This is an optimization exercise on Yosys and OpenROAD, whose aim is small area, not a production implementation.
The RTL was checked by simulation tests, not by an equivalence proof against the original design.
Power and IR drop assume default switching activity.

job 473:
==> flow/design.v (excerpt) <==
module quadChannelCounter(
	input clock50Mhz,
	input init,
	input key_restart,
	output READ,
	output nCS,
	output nRESET,
	output nLDAC,
	output [1:0]dac_chn_out,
	output [11:0]dac_data_out,
	input  wire [7:0]host_addr,
	input  wire      host_addr_write,
	input  wire [7:0]host_wdata,
	input  wire      host_write,
	input  wire [31:0]host_wdata32,
	input  wire      host_write32,
	input  wire      host_start_step,
	output wire [7:0]host_rdata,
	output wire      stop_step,
	output wire [31:0]time_count,
	output wire [31:0]ch0_count,
	output wire [31:0]ch1_count,
	output wire [31:0]ch2_count,
	output wire [31:0]ch3_count,
	input [3:0]count
);
Size: ~2000 cells after synthesis, roughly 540 flip-flops, roughly 20000 um^2 of cells after synthesis.
Settings: LEC_CHECK=0, CAP_MARGIN=20, CORE_MARGIN=2, CORE_UTILIZATION=65, PLACE_DENSITY=0.75, SLEW_MARGIN=20; clock period 10.0 ns.
standard.sh (not shown) runs the stock make flow with config.mk's settings and CLKGATE_MAP_FILE= SYNTH_SCRIPT=/design/flow/synth_recipe.tcl, a recipe that flattens the netlist after the stock synthesis.
==> flow/flow/run.sh <==
#!/bin/bash
# Layout flow: the standard ORFS layout (standard.sh) with three changes.
# 1. Synthesis runs synth_recipe.tcl behind the prelude flow/area_synth.tcl:
#    adders are left to ABC and ABC maps for area (flow/area.abc).
# 2. Port buffers use the smallest buffer cell, buf_1.
# 3. Clock-tree synthesis uses clkbuf_4 clusters and no dummy loads.
# Each tool's log is under orfs/logs/; make's output goes to standard_make.log.
set -euo pipefail
cd "$(dirname "$0")/.."
W=$PWD
{
	echo "set ::my_area_abc $W/flow/area.abc"
	cat flow/area_synth.tcl
	cat synth_recipe.tcl
} > area_synth_recipe.tcl
CTS="-sink_clustering_enable -repair_clock_nets -dont_use_dummy_load"
CTS="$CTS -buf_list sky130_fd_sc_hd__clkbuf_4"
CTS="$CTS -sink_clustering_size 10 -sink_clustering_max_diameter 40"
bash standard.sh \
	"SYNTH_SCRIPT=$W/area_synth_recipe.tcl" \
	"BUFFER_PORTS_ARGS=-buffer_cell sky130_fd_sc_hd__buf_1" \
	"CTS_ARGS=$CTS" \
	finish > standard_make.log 2>&1
==> flow/flow/area.abc <==
&get -n
&st
&dch -f
&nf -R 1000 -p -C 32 -F 8
&st
&dch -f
&nf -R 1000 -p -C 32 -F 8
&put
topo
==> flow/flow/area_synth.tcl <==
# Prelude to the standard flow's synthesis script (synth_recipe.tcl), which run.sh puts in
# front of it. Two changes to the standard synthesis, both after the registers
# are mapped, so the registers, their names and their cell types stay the same:
# - no half/full-adder extraction: ABC maps the adders with the other logic;
# - ABC runs an area-oriented script (flow/area.abc) instead of the speed one.
set ::env(ADDER_MAP_FILE) ""
proc abc {args} {
	set i [lsearch -exact $args -script]
	if {$i >= 0} {
		lset args [expr {$i + 1}] $::my_area_abc
	}
	yosys abc {*}$args
}
### job 473 -> job 3270
-- flow/design.v --
<<< job 473, line 251
reg [3:0] sig_s1, sig_s2;
wire [3:0] rise = sig_s1 & ~sig_s2;
reg [31:0] cnt0, cnt1, cnt2, cnt3, cnt_time;
always @(posedge clk) begin
	sig_s1 <= count;
>>> job 3270, line 251
reg [3:0] sig_s1, sig_s2;
wire [3:0] rise = sig_s1 & ~sig_s2;
reg [31:0] cnt1, cnt2, cnt3, cnt_time;
always @(posedge clk) begin
	sig_s1 <= count;
<<< job 473, line 273
endfunction
always @(posedge clk) begin
	cnt0 <= count32(cnt0, rise[0] & k_ram0[7], k_clr);
	cnt1 <= count32(cnt1, rise[1] & k_ram0[6], k_clr);
	cnt2 <= count32(cnt2, rise[2] & k_ram0[5], k_clr);
>>> job 3270, line 273
endfunction
always @(posedge clk) begin
	cnt1 <= count32(cnt1, rise[1] & k_ram0[6], k_clr);
	cnt2 <= count32(cnt2, rise[2] & k_ram0[5], k_clr);
<<< job 473, line 284
wire k_copy = (k_state == K_COUNT) & ~(|secTime) & ~init;
wire [7:0] k_wd = wdata & {8{~k_rclr}};
wire [159:0] k_cnt = {cnt3, cnt2, cnt1, cnt_time, cnt0};
always @(posedge clk) begin
	if (k_rclr | (k_wr & (addr == 8'h26)))
>>> job 3270, line 283
wire k_copy = (k_state == K_COUNT) & ~(|secTime) & ~init;
wire [7:0] k_wd = wdata & {8{~k_rclr}};
wire [159:0] k_cnt = {cnt3, cnt2, cnt1, cnt_time, cnt_time};
always @(posedge clk) begin
	if (k_rclr | (k_wr & (addr == 8'h26)))
<<< job 473, line 297
	for (i = 0; i < 20; i = i + 1) begin
		k_ld = k_rclr | (k_wr & (addr == 8'h28 + i));
		k_res[i*8 +: 8] <= ({8{k_copy}} & k_cnt[i*8 +: 8]) |
		                   ({8{~k_copy & k_ld}} & k_wd) |
		                   ({8{~k_copy & ~k_ld}} & k_res[i*8 +: 8]);
>>> job 3270, line 296
	for (i = 0; i < 20; i = i + 1) begin
		k_ld = k_rclr | (k_wr & (addr == 8'h28 + i));
		k_res[i*8 +: 8] <= ({8{k_copy & (i >= 4 || k_ram0[7])}} & k_cnt[i*8 +: 8]) |
		                   ({8{~k_copy & k_ld}} & k_wd) |
		                   ({8{~k_copy & ~k_ld}} & k_res[i*8 +: 8]);
==> comparison <==
Job 3270 ended up with a lower total of clock buffers placed in the layout than job 473 did.
Job 3270 vs. job 473: global-route track usage on met2 now sits lower, first-pass GRT wire length now sits lower, total routing resource utilization after global routing climbed 0.86 points.
Per the comparison of job 3270 with job 473, portion of total power attributed to the clock network shows an increase of 2.6 points; height of the chip dropped 4.4 um; pin count of the biggest net entering global routing climbed about 1.2%; share of the synthesized area in compound gates (AO/OA/AOI/OAI) higher.
Diff job 473 -> job 3270: tapcell count now sits lower, via count now sits lower, flip-flop and latch count now sits lower.
Synthesized cell count (job 3270 / job 473): 0.943
Job 3270 — final area 4.7% lower, job 473 as reference

==> re-timing with driven ports <==
The flow's constraints put no driver on any port. The routed layouts listed below were extracted and timed again, unchanged, in two steps.
Step 1, drivers: a clkbuf_16 drives clock50Mhz and a buf_2 each remaining input, both assumed.
Step 2 also shifts input and output timing later by t, the mid clock arrival at the registers, as if the neighbouring blocks saw the same clock.
Three values: ideal ports, drivers, drivers and shift; two values: the first two.
| run | t (ns) | setup WS [ns] | worst register clock-pin slew, ns | worst slew at a driven data input, ns |
|---|---|---|---|---|
| job 473 | 0.757 | 4.020 / 4.020 / 4.020 | 0.11 / 0.11 | 0.06 |
| job 3270 | 0.819 | 4.049 / 4.049 / 4.049 | 0.12 / 0.12 | 0.04 |
After both steps every run listed still meets setup and hold.
